Context: an optimization exercise on an open-source flow, tuned for small area, a short achievable clock period and few clock cycles. The choices shown serve that exercise and are no tape-out recipe. No functional check of the RTL was part of any run shown here.

==> flow/design.v, too long to show whole: its modules and the start of the top module <==
// module produto_escalar: 2025 lines
// module produto_escalar_pgn: 7 lines
// module produto_escalar_gn: 6 lines
// module produto_escalar_pgp: 7 lines
// module produto_escalar_gp: 6 lines
// module produto_escalar_ha: 7 lines
// module produto_escalar_fa: 7 lines
module produto_escalar (
    input  logic         clk_i,
    input  logic         rst_i,
    input  logic         iniciar,
    input  logic [31:0]  a0, a1, a2, a3, a4, a5, a6, a7,
    input  logic [31:0]  b0, b1, b2, b3, b4, b5, b6, b7,
    output logic [63:0]  resultado,
    output logic         concluido
);
  // ...
==> flow/flow/run.sh <==
#!/bin/bash
set -e
echo 'export BUFFER_PORTS_ARGS = -buffer_cell sky130_fd_sc_hd__buf_1' >> config.mk
bash standard.sh SETUP_SLACK_MARGIN=7.5 finish > standard.log 2>&1
==> flow/standard.sh <==
#!/bin/bash
# synth_recipe.tcl (not shown) runs the flow's synth.tcl, then flattens the netlist and writes it again
# the make line also repeats each setting of config.mk as NAME=value (left out here)
make -C /OpenROAD-flow-scripts/flow DESIGN_CONFIG=/design/flow/config.mk WORK_HOME=/design/flow/orfs CLKGATE_MAP_FILE= SYNTH_SCRIPT=/design/flow/synth_recipe.tcl "${@:-finish}"
==> flow/config.mk <==
export PLATFORM = sky130hd
export DESIGN_NAME = produto_escalar
export DESIGN_NICKNAME = produto_escalar
export VERILOG_FILES = /design/flow/design.v
export SDC_FILE = /design/flow/constraint.sdc
export NUM_CORES = 4
export LEC_CHECK = 0
export CAP_MARGIN = 20
export CORE_MARGIN = 2
export CORE_UTILIZATION = 40
export SLEW_MARGIN = 20
export SYNTH_HIERARCHICAL = 1
export SYNTH_MINIMUM_KEEP_SIZE = 0
export BUFFER_PORTS_ARGS = -buffer_cell sky130_fd_sc_hd__buf_1
==> flow/constraint.sdc <==
create_clock -name core_clock -period 11.5 [get_ports {clk_i}]
set_input_delay 2.3000 -clock core_clock [delete_from_list [all_inputs] [get_ports {clk_i}]]
set_output_delay 2.3000 -clock core_clock [all_outputs]
set_load 0.01 [all_outputs]
==> qor.txt, run 1 <==
Post-Place Worst Slack - 6.60 ns
XOR/XNOR Fraction of Synth Area - 14.0%
Levels on crit path - 6
Main combinational cell family by area after synthesis - adder cells
Post-cts resize count - 36
Worst slew pin tran - 1.17 ns
Required time worst endpoint - 11.91 ns
Most crowded layer after global routing - met2
Routed WL - 184,000 um
Classification of the worst-slack hold path - reg -> reg
TritonCTS clock tree - yes
Global routing usage summed across all routing layers - 38.7%
Capturing element type of the critical path - flop
GR Util met2 - 55.7%
Clock Latency Late Sink - 0.62 ns
Setup crit start kind - input pin
Cell chain of the critical path - buf_1 > a222oi_1 > nand3_1 > o21ai_0 > a21oi_1 > a2111oi_0
Area of the die - 94,900 um^2
Initial core utilization - 40.3%
Number of buffers between clock root and the deepest sink - 3
Rel. slew slack - 21.8%
Inverter count - 41
Placed wire-length estimate - 123,000 um
Cell type with the highest aggregate area in the netlist - sky130_fd_sc_hd__fa_1
Register with the highest flop count - resultado
Leftover overflow at the end of global routing - 0
Commonest cells post-synth - sky130_fd_sc_hd__nand2_1, sky130_fd_sc_hd__o21ai_0, sky130_fd_sc_hd__fa_1, sky130_fd_sc_hd__xor2_1, sky130_fd_sc_hd__dfxtp_1
Seq/Total Area, Yosys - 18.2%
Root Driver - sky130_fd_sc_hd__clkbuf_16
Outcome - finished clean
Layout Utilization - 45.7%
Most common cell after layout, fill and taps aside - sky130_fd_sc_hd__nand2_1
Register Area - 6800 um^2
Setup tns final - 0 ns
Well tap count - 1,186
==> inputs of run 2 (changes only) <==
==> flow/flow/run.sh (replaced) <==
#!/bin/bash
set -e
echo 'export BUFFER_PORTS_ARGS = -buffer_cell sky130_fd_sc_hd__buf_1' >> config.mk
bash standard.sh SETUP_SLACK_MARGIN=7.8 finish > standard.log 2>&1
==> run 2 against run 1 <==
Global-route usage is 0.98 points lower. Sequential share of layout area down 0.69 points. Still clean on timing, DRC and antenna. Setup slack better by 0.35 ns. First-iteration DRC count decreased by 1.5%. Die area did not move. Via count grew 1.1%. Clock skew fell by 0.0093 ns. Non-clock buffer count increased by 67. Core utilization is 2.4 points higher. Hold slack better by 0.025 ns.
==> qor.txt, run 2 <==
Outcome - finished clean
Root Driver - sky130_fd_sc_hd__clkbuf_16
Area of the die - 94,900 um^2 (unchanged)
Drt first-iter violations - 4,466
Critical path's largest stage delay - 0.60 ns
Fill cells - 8,761
Layout Utilization - 48.1% (+2.4 points)
Arrival time reported for the critical path endpoint - 4.19 ns
Global routing usage summed across all routing layers - 37.7% (-0.98 points)
Die width - 308 um
Total clock buffers created by CTS - 44
Number of remaining DRC errors - 0
Routing usage on met1 - 45.0%
Post-synthesis instance total - 4,363
Global-route track usage on met3 - 13.4%
Classification of the worst-slack hold path - reg -> reg
Most numerous cell on the critical path - sky130_fd_sc_hd__fa_1
Yosys warns - 7
Clk pin slew, worst setup/hold paths - 0.06 ns
Number of enable-type register cells in the synthesized netlist - 0
Critical path start-end classification - reg -> reg
Rel. slew slack - 12.7% (-9.1 points)
Most crowded layer after global routing - met2
Distinct cell type count after synthesis - 36
Final hold violation count - 0
Capturing element type of the critical path - flop
Hold bufs inserted after CTS - 0
Top area cells in the synthesized netlist - sky130_fd_sc_hd__fa_1, sky130_fd_sc_hd__dfxtp_1, sky130_fd_sc_hd__xor2_1
Leading cell type by number of instances after synthesis - sky130_fd_sc_hd__nand2_1
Number of iterations in the first detailed-routing pass - 10
Seq/Total Area, Yosys - 18.2% (unchanged)
Count of max-cap constraint violations - 0
Footprint of the multi-input gates - 29,700 um^2
Most common cell after layout, fill and taps aside - sky130_fd_sc_hd__nand2_1
Cell type with the highest aggregate area in the netlist - sky130_fd_sc_hd__fa_1
Setup crit start kind - flop
TritonCTS clock tree - yes
Leftover overflow at the end of global routing - 0 (unchanged)
Number of flip-flops under the largest register name - 64
Required time worst endpoint - 11.97 ns (+0.06 ns)
Final non-filler cell area - 44,100 um^2
Max Clock Skew - 0.0383 ns
Fmax - 0.269 GHz
Worst slew pin tran - 1.31 ns (+0.137 ns)
Commonest cells post-synth - sky130_fd_sc_hd__nand2_1, sky130_fd_sc_hd__o21ai_0, sky130_fd_sc_hd__fa_1, sky130_fd_sc_hd__xor2_1, sky130_fd_sc_hd__dfxtp_1
Clock period minus worst slack - 3.72 ns
Placed inst area - 39,900 um^2
Clock Latency Late Sink - 0.61 ns (about the same)
Most used flip-flop cell after synthesis - sky130_fd_sc_hd__dfxtp_1
Number of setup violations in the final report - 0
Number of routed nets with antenna violations - 0
Final Wtd Congestion - 1.00
Share of layout cells above drive strength 1 - 12.9%
Fraction of synthesis flops using an asynchronous set or reset pin - 0%
RSZ-0062 raised after global routing - yes
Number of buffers between clock root and the deepest sink - 3 (unchanged)
GR Util met2 - 54.6% (-1.1 points)
Largest registers ranked by flip-flop count - resultado x64, prod0 x62, prod1 x60
Initial core utilization - 40.3% (unchanged)
Leading cell types in the layout, fill and taps excluded - sky130_fd_sc_hd__nand2_1, sky130_fd_sc_hd__buf_1, sky130_fd_sc_hd__o21ai_0
Core Rows - 111
Per-cell via count in the routed design - 5.95
Share of the clock period used by the worst path - 32.4%
Initial antenna violation count - 38
Wire length of the first global-routing pass - 255,000 um
Core outline area - 91,700 um^2
Routed via count - 35.8k
Cell chain of the critical path - buf_4 > xor2_1 > fa_1 > fa_1 > fa_1 > fa_1 > fa_1
Count of buffers inserted at the top-level ports - 579
Cell Area, Synth - 37,000 um^2
Layout overhead on the synthesized area - 19.3%
Slowest stage cell, crit path - sky130_fd_sc_hd__buf_4
Count of pins on the block boundary - 580
Routed WL - 182,000 um (-0.70%)
Final worst hold slack - 0.477 ns
Per-cell routed wire length - 30.3 um
Synthesized area divided by synthesized cell count - 8.48 um^2
Floorplan die height - 308 um
Register with the highest flop count - resultado
Setup tns final - 0 ns (unchanged)
Critical Path Fanout Max - 34
Yosys reg bits - 336
Via count of the first global-routing pass - 34.8k
Final net count - 5,891
H-tree levels - 2
Top-area cell type share of the netlist area - 26.7%
Placed wire-length estimate - 123,000 um (-0.12%)
Max Slew Vio Count - 0
Register Area - 6850 um^2 (+0.72%)
Maximum number of pins on one net before global-route repair - 66
Clock Sink Count - 336
run 2: cell count changes in the layout (fill, tap and decap cells not counted), sizes merged:
cell      previous run  this run
diode               26        25
clkinv              12        13
buf                671       719
clkbuf              54        76
clkinvlp             1         3
run 2: layout make-up:
class	instances	share of cell area [%]
well taps	1186	3.36
multi-input cells	3604	67.4
diodes	25	0.142
clock buffers	53	2.64
inverters	41	0.349
repair buffers	743	9.69
clock inverters	29	0.876
flip-flops and latches	336	15.5
run 2: metrics by stage:
step / setup slack [ns] / instances
2_1_floorplan: 7.80 / 4372
3_3_place_gp: 6.20 / 5829
3_5_place_dp: 6.91 / 5830
4_1_cts: 7.76 / 5934
5_1_grt: 7.70 / 6003
6_report: 7.78 / 6017
run 2: layer usage:
metal,vias up,routed length [um]
met1,17000,65100
met3,742,22900
met4,18,17900
met2,2714,76300
li1,15300,-
met5,-,115
run 2: what timing repair did:
action | in CTS | in global routing
endpoints found under the setup margin | 103 | 82
resized for setup | 151 | 276
buffers inserted | 20 | 46
hold endpoints to repair | 0 | 0
pin swaps | 16 | 34
cloned | 2 | 11
run 2: path summary, 6_finish.rpt:
kind	start	endpoint	slack, ns	cells after the start
max	neg_r[13]	prod2[31]	7.78	7
min	hs43	resultado[0]	0.48	1
max reg2reg	neg_r[13]	prod2[31]	7.78	7
min reg2reg	hs43	resultado[0]	0.48	1
run 2: cells by family after synthesis:
group | count (synthesis) | share of synthesized area [%]
flip-flops | 336 | 18.2
other | 2 | 0.0203
buffers and inverters | 432 | 4.51
AND/OR/NAND/NOR | 1394 | 15.2
XOR/XNOR | 591 | 14.0
AO/OA/AOI/OAI | 1002 | 17.6
adder cells (fa/ha/maj) | 606 | 30.5
run 2: critical path: cells and delay by family (launching register included):
family	cells	cell delay, ns
xor+xnor	1	0.25
fa+ha+maj	5	2.41
buf+inv	1	0.60
flops	1	0.31
run 2: modules after synthesis (local to each module, per instance):
module | cells | area (um^2) | copies in the design
produto_escalar_gn | 1 | 8.76 | 42
produto_escalar_ha | 1 | 12.5 | 64
produto_escalar_pgp | 2 | 12.5 | 52
produto_escalar_fa | 1 | 20.0 | 494
produto_escalar | 3495 | 24300 | 1
produto_escalar_pgn | 2 | 12.5 | 72
produto_escalar_gp | 1 | 5.00 | 20
==> inputs of run 3 (changes only) <==
==> flow/flow/run.sh (replaced) <==
#!/bin/bash
set -e
echo 'export BUFFER_PORTS_ARGS = -buffer_cell sky130_fd_sc_hd__buf_1' >> config.mk
bash standard.sh SETUP_SLACK_MARGIN=8.1 finish > standard.log 2>&1
==> run 3 against run 2 <==
Flip-flop and latch count stayed put. Cell area is 14% higher. Critical endpoint is now resultado[63]. Area after synthesis stayed put. Largest cell class unchanged. Sequential share of layout area is 1.4 points lower. Count of clock-buffer cells in the layout is 3 higher. Synthesized cell count stayed put.
==> qor.txt, run 3 <==
Number of buffers between clock root and the deepest sink - 3 (unchanged)
Seq/Total Area, Yosys - 18.2% (unchanged)
Yosys warns - 7 (unchanged)
Register with the highest flop count - resultado
Number of routed nets with antenna violations - 0 (unchanged)
Hold-critical path depth - 1 (unchanged)
Distinct cell type count after synthesis - 36 (unchanged)
Via count of the first global-routing pass - 37.0k (+6.5%)
Reg2reg setup slack - 7.74 ns (-0.04 ns)
Final Wtd Congestion - 1.04 (+3.5%)
Count of buffers inserted at the top-level ports - 579 (unchanged)
Clk pin slew, worst setup/hold paths - 0.06 ns (about the same)
Per-cell routed wire length - 32.0 um (+5.6%)
RR Endpoint - resultado[63]
Die width - 308 um (unchanged)
Floorplan die height - 308 um (unchanged)
Setup crit start kind - flop
Leading cell types in the layout, fill and taps excluded - sky130_fd_sc_hd__nand2_1, sky130_fd_sc_hd__buf_1, sky130_fd_sc_hd__xor2_1
Total clock buffers created by CTS - 41 (-6.8%)
GR Util met2 - 58.0% (+3.4 points)
Initial antenna violation count - 34 (-11%)
Clock period minus worst slack - 3.76 ns (+0.0427 ns)
Rel. slew slack - 37.8% (+25 points)
Classification of the worst-slack hold path - reg -> reg
Count of pins on the block boundary - 580 (unchanged)
Worst slew pin tran - 0.934 ns (-0.376 ns)
Fill cells - 7,992 (-8.8%)
Worst-case reg-to-reg path depth - 16 (+9)
Final net count - 6,112 (+3.8%)
Yosys reg bits - 336 (unchanged)
Commonest cells post-synth - sky130_fd_sc_hd__nand2_1, sky130_fd_sc_hd__o21ai_0, sky130_fd_sc_hd__fa_1, sky130_fd_sc_hd__xor2_1, sky130_fd_sc_hd__dfxtp_1
Most common cell after layout, fill and taps aside - sky130_fd_sc_hd__nand2_1
Fraction of synthesis flops using an asynchronous set or reset pin - 0% (unchanged)
Post-synthesis instance total - 4,363 (unchanged)
Root Driver - sky130_fd_sc_hd__clkbuf_16
Count of max-cap constraint violations - 0 (unchanged)
Largest registers ranked by flip-flop count - resultado x64, prod0 x62, prod1 x60
Global routing usage summed across all routing layers - 41.1% (+3.3 points)
Maximum number of pins on one net before global-route repair - 65 (-1.5%)
Share of the clock period used by the worst path - 32.7% (+0.37 points)
Source of the worst register-to-register timing path - fase[2]
RSZ-0062 raised after global routing - yes
Number of setup violations in the final report - 0 (unchanged)
Final worst hold slack - 0.441 ns (-0.0358 ns)
Footprint of the multi-input gates - 31,600 um^2 (+6.3%)
Leftover overflow at the end of global routing - 0 (unchanged)
Critical Path Fanout Max - 8 (-76%)
Outcome - finished clean
Initial core utilization - 40.3% (unchanged)
Share of layout cells above drive strength 1 - 25.0% (+12 points)
Final non-filler cell area - 50,100 um^2 (+14%)
Launch point of the worst hold path - hs43
Synthesized area divided by synthesized cell count - 8.48 um^2 (unchanged)
Placed wire-length estimate - 121,000 um (-2.2%)
Global-route track usage on met3 - 19.0% (+5.6 points)
Critical path start-end classification - reg -> reg
Max Slew Vio Count - 0 (unchanged)
Layout overhead on the synthesized area - 35.6%
Most crowded layer after global routing - met2
Top-area cell type share of the netlist area - 26.7% (unchanged)
Most used flip-flop cell after synthesis - sky130_fd_sc_hd__dfxtp_1
Register Area - 7100 um^2 (+3.6%)
Core outline area - 91,700 um^2 (unchanged)
Number of enable-type register cells in the synthesized netlist - 0 (unchanged)
Top area cells in the synthesized netlist - sky130_fd_sc_hd__fa_1, sky130_fd_sc_hd__dfxtp_1, sky130_fd_sc_hd__xor2_1
Wire length of the first global-routing pass - 275,000 um (+7.9%)
Routed WL - 199,000 um (+9.4%)
Terminating pin of the worst hold path - resultado[0]
Number of flip-flops under the largest register name - 64 (unchanged)
Cell type with the highest aggregate area in the netlist - sky130_fd_sc_hd__fa_1
Routed via count - 37.9k (+6.0%)
Clock Sink Count - 336 (unchanged)
Required time worst endpoint - 12.00 ns (+0.03 ns)
Fmax - 0.266 GHz (-1.1%)
Clock Latency Late Sink - 0.61 ns (about the same)
Leading cell type by number of instances after synthesis - sky130_fd_sc_hd__nand2_1
Area of the die - 94,900 um^2 (unchanged)
Arrival time reported for the critical path endpoint - 4.26 ns (+0.07 ns)
Final hold violation count - 0 (unchanged)
Cell Area, Synth - 37,000 um^2 (unchanged)
H-tree levels - 2 (unchanged)
Max Clock Skew - 0.0418 ns (+0.00347 ns)
Per-cell via count in the routed design - 6.08 (+2.3%)
Drt first-iter violations - 5,340 (+20%)
Capturing element type of the critical path - flop
Placed inst area - 40,300 um^2 (+1.1%)
Core Rows - 111 (unchanged)
Routing usage on met1 - 45.7% (+0.71 points)
Number of remaining DRC errors - 0 (unchanged)
Setup tns final - 0 ns (unchanged)
TritonCTS clock tree - yes
Number of iterations in the first detailed-routing pass - 11 (+1)
run 3: per-module statistics from Yosys (local to each module, per instance):
module | cells | copies in the design | flip-flops and latches | area [um^2]
produto_escalar | 3495 | 1 | 336 | 24300
produto_escalar_gn | 1 | 42 | 0 | 8.76
produto_escalar_fa | 1 | 494 | 0 | 20.0
produto_escalar_pgn | 2 | 72 | 0 | 12.5
produto_escalar_pgp | 2 | 52 | 0 | 12.5
produto_escalar_ha | 1 | 64 | 0 | 12.5
produto_escalar_gp | 1 | 20 | 0 | 5.00
run 3: metrics by stage:
stage / setup WS (ns) / instances / util (%)
after floorplan: 8.09 / 4372 / -
after global placement: 7.02 / 5834 / 44.0
after detailed placement: 6.98 / 5834 / 44.0
after CTS: 7.88 / 6131 / 52.7
after global routing: 7.70 / 6218 / 54.7
final: 7.74 / 6231 / 54.7
run 3: repair_timing:
action,4_1_cts,5_1_grt
endpoints found under the hold margin,0,0
gates cloned,58,5
resized for setup,844,319
hold buffers,0,0
endpoints found under the setup margin,191,137
pin swaps,169,154
setup buffers,164,70
run 3: worst max path at each step:
| stage | start | to | cells after the start |
|---|---|---|---|
| 2_1_floorplan | fase[2] | resultado[61] | 15 |
| 3_3_place_gp | fase[2] | resultado[61] | 13 |
| 3_5_place_dp | fase[2] | resultado[61] | 13 |
| 4_1_cts | fase[2] | resultado[63] | 16 |
| 5_1_grt | fase[2] | resultado[55] | 18 |
| 6_report | fase[2] | resultado[63] | 16 |
run 3: layout make-up:
cell class / instances / area share (%)
Inverter: 41 / 0.317
Antenna cell: 22 / 0.110
Timing Repair Buffer: 967 / 16.4
Sequential cell: 336 / 14.2
Clock buffer: 56 / 2.46
Clock inverter: 19 / 0.514
Tap cell: 1186 / 2.96
Multi-Input combinational cell: 3604 / 63.0
run 3: kinds of logic (layout without fill, tap and decap cells):
family / after synthesis / count (layout) / synth area share, %
AOI/OAI and AO/OA: 1002 / 1002 / 17.6
buffers and inverters: 432 / 1083 / 4.51
and+or+nand+nor: 1394 / 1394 / 15.2
adders and majority gates: 606 / 606 / 30.5
other: 2 / 33 / 0.0203
DFF: 336 / 336 / 18.2
xor gates and xnor gates: 591 / 591 / 14.0
run 3: critical path, cell delays in order (launching register included):
cell	delay (ns)
sky130_fd_sc_hd__dfxtp_4	0.38
sky130_fd_sc_hd__buf_12	0.15
sky130_fd_sc_hd__buf_12	0.13
sky130_fd_sc_hd__buf_16	0.15
sky130_fd_sc_hd__nor2b_4	0.05
sky130_fd_sc_hd__fa_1	0.56
sky130_fd_sc_hd__fa_1	0.46
sky130_fd_sc_hd__ha_4	0.33
sky130_fd_sc_hd__nand2_4	0.08
sky130_fd_sc_hd__nor2_4	0.20
sky130_fd_sc_hd__buf_6	0.13
sky130_fd_sc_hd__nand2_4	0.05
sky130_fd_sc_hd__o21ai_4	0.25
sky130_fd_sc_hd__a21oi_4	0.15
sky130_fd_sc_hd__o21ai_4	0.30
sky130_fd_sc_hd__a21oi_2	0.10
sky130_fd_sc_hd__xnor2_1	0.14
run 3: per-layer routing:
layer  vias up  wire length, um
li1      15700                -
met1     17900            66800
met2      3246            80900
met3      1021            28100
met4        28            23300
met5         -              334

[separate check: timing with driven ports]
In the flow no input, the clock included, has a driving cell. The finished layouts below were timed again as built, in two steps.
Step 1 sets driving cells, clkbuf_16 on the clock port and buf_2 on the other inputs (assumed; they add their load-dependent delay and slew).
Step 2 times the ports against the registers' clock, not the clock port: input delays grow and output delays shrink by t, the midpoint of the rising clock arrivals with the driver on.
Three values: ideal ports, drivers, drivers and shift; two values: the first two.
| run | shift t [ns] | slack for setup (ns) | worst hold slack (ns) | worst data-port slew with drivers (ns) |
|---|---|---|---|---|
| run 1 | 0.666 | 7.433 / 7.482 / 6.816 | 0.452 / 0.452 / 0.452 | 0.30 |
| run 2 | 0.663 | 7.778 / 7.746 / 7.172 | 0.477 / 0.477 / 0.477 | 0.37 |
| run 3 | 0.659 | 7.735 / 7.735 / 7.460 | 0.441 / 0.441 / 0.441 | 0.38 |
After both steps every run listed still meets setup and hold. The setup slack of run 1, which loses most, moves by +0.049 ns with the drivers and by -0.617 ns with both steps.
